This design comes from an exercise in tuning for small area and a short achievable clock period on the open sky130 flow, not from production work. Function was checked by simulation only, so behaviour that the tests miss may differ from the original. Power figures rest on the tool's default switching activity, not on a simulated workload.

Setup of before:
Design reg_32x32, start of the top module:
module reg_32x32(clk,WE,RA,RB,RW,busA,busB,busW
    );
	input clk,WE;
	input [4:0]RA,RB,RW;
	input [31:0]busW;
	output [31:0]busA,busB;
	wire [4:0] RWn;
	wire z1, z2, wnz;
	wire [3:0] wlo;
	wire [7:0] whi;
	wire [31:1] we;
	wire [31:0] selA, selB;
	genvar i, r, j;
	generate for (i = 0; i < 5; i = i + 1) begin : wb
		rf_inv inv(.a(RW[i]), .y(RWn[i]));
	end endgenerate
	rf_pdec2 wpl(.a(RW[1:0]), .an(RWn[1:0]), .yn(wlo));
	rf_pdec3e wph(.e(WE), .a(RW[4:2]), .an(RWn[4:2]), .yn(whi));
	rf_nor3 wz1(.a(RW[0]), .b(RW[1]), .c(RW[2]), .y(z1));
	rf_nor2 wz2(.a(RW[3]), .b(RW[4]), .y(z2));
	rf_nand2 wz(.a(z1), .b(z2), .y(wnz));
	reg [31:0] file_array [31:1];
	always @(posedge clk)
		if (WE && (RW != 0)) file_array[RW] <= busW;
	generate for (r = 1; r < 32; r = r + 1) begin : g
		wire [31:0] q = file_array[r];
		rf_nor2 w(.a(wlo[r % 4]), .b(whi[r / 4]), .y(we[r]));
	end endgenerate
	rf_rdsel sa(.A(RA), .RW(RW), .WE(WE), .wnz(wnz), .we(we), .sel(selA));
	rf_rdsel sb(.A(RB), .RW(RW), .WE(WE), .wnz(wnz), .we(we), .sel(selB));
	generate for (j = 0; j < 32; j = j + 1) begin : b
		wire [31:0] col;
		assign col[0] = busW[j];
		for (r = 1; r < 32; r = r + 1) begin : c
			assign col[r] = g[r].q[j];
		end
		rf_rdbit ra(.sel(selA), .d(col), .y(busA[j]));
		rf_rdbit rb(.sel(selB), .d(col), .y(busB[j]));
	end endgenerate
endmodule
Size in the first run: roughly 2800 cells after synthesis, roughly 990 flip-flops, about 110 I/O pins, about 42000 um^2 of cells after synthesis.
==> module rf_rdsel, before the edit <==
module rf_rdsel(A, RW, WE, wnz, we, sel);
	input [4:0] A, RW;
	input WE, wnz;
	input [31:1] we;
	output [31:0] sel;
	wire [4:0] An, eq;
	wire [3:0] lo;
	wire [7:0] hi;
	wire h1, h2;
	genvar i, r;
	generate for (i = 0; i < 5; i = i + 1) begin : b
		rf_inv inv(.a(A[i]), .y(An[i]));
		rf_xnor2 x(.a(A[i]), .b(RW[i]), .y(eq[i]));
	end endgenerate
	rf_pdec2 pl(.a(A[1:0]), .an(An[1:0]), .yn(lo));
	rf_pdec3 ph(.a(A[4:2]), .an(An[4:2]), .yn(hi));
	wire [31:1] s1, s2;
	generate for (r = 1; r < 32; r = r + 1) begin : s
		rf_nor3 n(.a(lo[r % 4]), .b(hi[r / 4]), .c(we[r]), .y(s1[r]));
		rf_inv i1(.a(s1[r]), .y(s2[r]));
		rf_inv i2(.a(s2[r]), .y(sel[r]));
	end endgenerate
	rf_nand3 n1(.a(eq[0]), .b(eq[1]), .c(eq[2]), .y(h1));
	rf_nand4 n2(.a(eq[3]), .b(eq[4]), .c(WE), .d(wnz), .y(h2));
	rf_nor2 n3(.a(h1), .b(h2), .y(sel[0]));
endmodule
Settings: LEC_CHECK=0, CAP_MARGIN=10, CORE_MARGIN=2, CORE_UTILIZATION=45, SETUP_SLACK_MARGIN=3.3, SLEW_MARGIN=10, SYNTH_HIERARCHICAL=1; clock period 9.0 ns.
standard.sh (not shown) runs the stock make flow with config.mk's settings and CLKGATE_MAP_FILE= SYNTH_SCRIPT=/design/flow/synth_recipe.tcl, a recipe that flattens the netlist after the stock synthesis.
==> flow/flow/run.sh <==
#!/bin/bash
set -euo pipefail
export BUFFER_PORTS_ARGS="-buffer_cell sky130_fd_sc_hd__buf_2"
export CTS_ARGS="-sink_clustering_enable -repair_clock_nets -dont_use_dummy_load -buf_list {sky130_fd_sc_hd__clkbuf_4 sky130_fd_sc_hd__clkbuf_8 sky130_fd_sc_hd__clkbuf_16} -sink_clustering_size 25 -sink_clustering_max_diameter 100"
bash standard.sh > flow.log 2>&1
The following lists how after was set up differently from before:
-- flow/design.v --
<<< before, line 78
	rf_pdec2 pl(.a(A[1:0]), .an(An[1:0]), .yn(lo));
	rf_pdec3 ph(.a(A[4:2]), .an(An[4:2]), .yn(hi));
	wire [31:1] s1, s2;
	generate for (r = 1; r < 32; r = r + 1) begin : s
		rf_nor3 n(.a(lo[r % 4]), .b(hi[r / 4]), .c(we[r]), .y(s1[r]));
		rf_inv i1(.a(s1[r]), .y(s2[r]));
		rf_inv i2(.a(s2[r]), .y(sel[r]));
	end endgenerate
	rf_nand3 n1(.a(eq[0]), .b(eq[1]), .c(eq[2]), .y(h1));
>>> after, line 78
	rf_pdec2 pl(.a(A[1:0]), .an(An[1:0]), .yn(lo));
	rf_pdec3 ph(.a(A[4:2]), .an(An[4:2]), .yn(hi));
	generate for (r = 1; r < 32; r = r + 1) begin : s
		rf_nor3 n(.a(lo[r % 4]), .b(hi[r / 4]), .c(we[r]), .y(sel[r]));
	end endgenerate
	rf_nand3 n1(.a(eq[0]), .b(eq[1]), .c(eq[2]), .y(h1));
## What came out
Higher clock buffer instance count of the final layout was reported by after, not before.
From before to after the numbers moved as follows: total cell area at the placement stage closely matched the old numbers; share of power burned in the clock network comparable; antenna diode count has increased; post-route clock period utilization fell by 1.1 points.
Comparing the two runs side by side, after comes out ahead of before on area enclosed by the die boundary.
| storage element area | before vs after | ≈ equal |
On after: worst-case setup margin in the final layout is 0.095 ns higher than what before gave.
Between after and before, it is after whose total buffers and inverters traversed by the critical path is lower, by 4.
Looking at highest clock frequency the design can meet, after sits above before.

==> re-timing with driven ports <==
Ports are ideal in the flow. The routed layouts listed here were re-timed in OpenROAD.
Step 1 (the two cells are an assumption about what drives the block):
set clk [get_ports {clk}]
set_driving_cell -lib_cell sky130_fd_sc_hd__clkbuf_16 $clk
set_driving_cell -lib_cell sky130_fd_sc_hd__buf_2 [delete_from_list [all_inputs] $clk]
Step 2 moves the port delays by t, midway between the first and last clock arrival at a register: inputs arrive t later, outputs are due t later. That takes back most of the time a late clock gives input paths.
Three values: ideal, step 1, step 2; two values: the first two.
run | shift t [ns] | setup slack, ns | clock arrival spread, ns | worst slew at a driven data input, ns | cell pins on the clock port's net
before | 0.698 | 3.148 / 3.065 / 3.065 | 0.043 / 0.043 | 0.12 | 1
after | 0.675 | 3.242 / 3.210 / 3.210 | 0.060 / 0.060 | 0.12 | 1
After both steps every run listed still meets setup and hold. The setup slack of before, which loses most, moves by -0.083 ns with the drivers and by -0.083 ns with both steps.
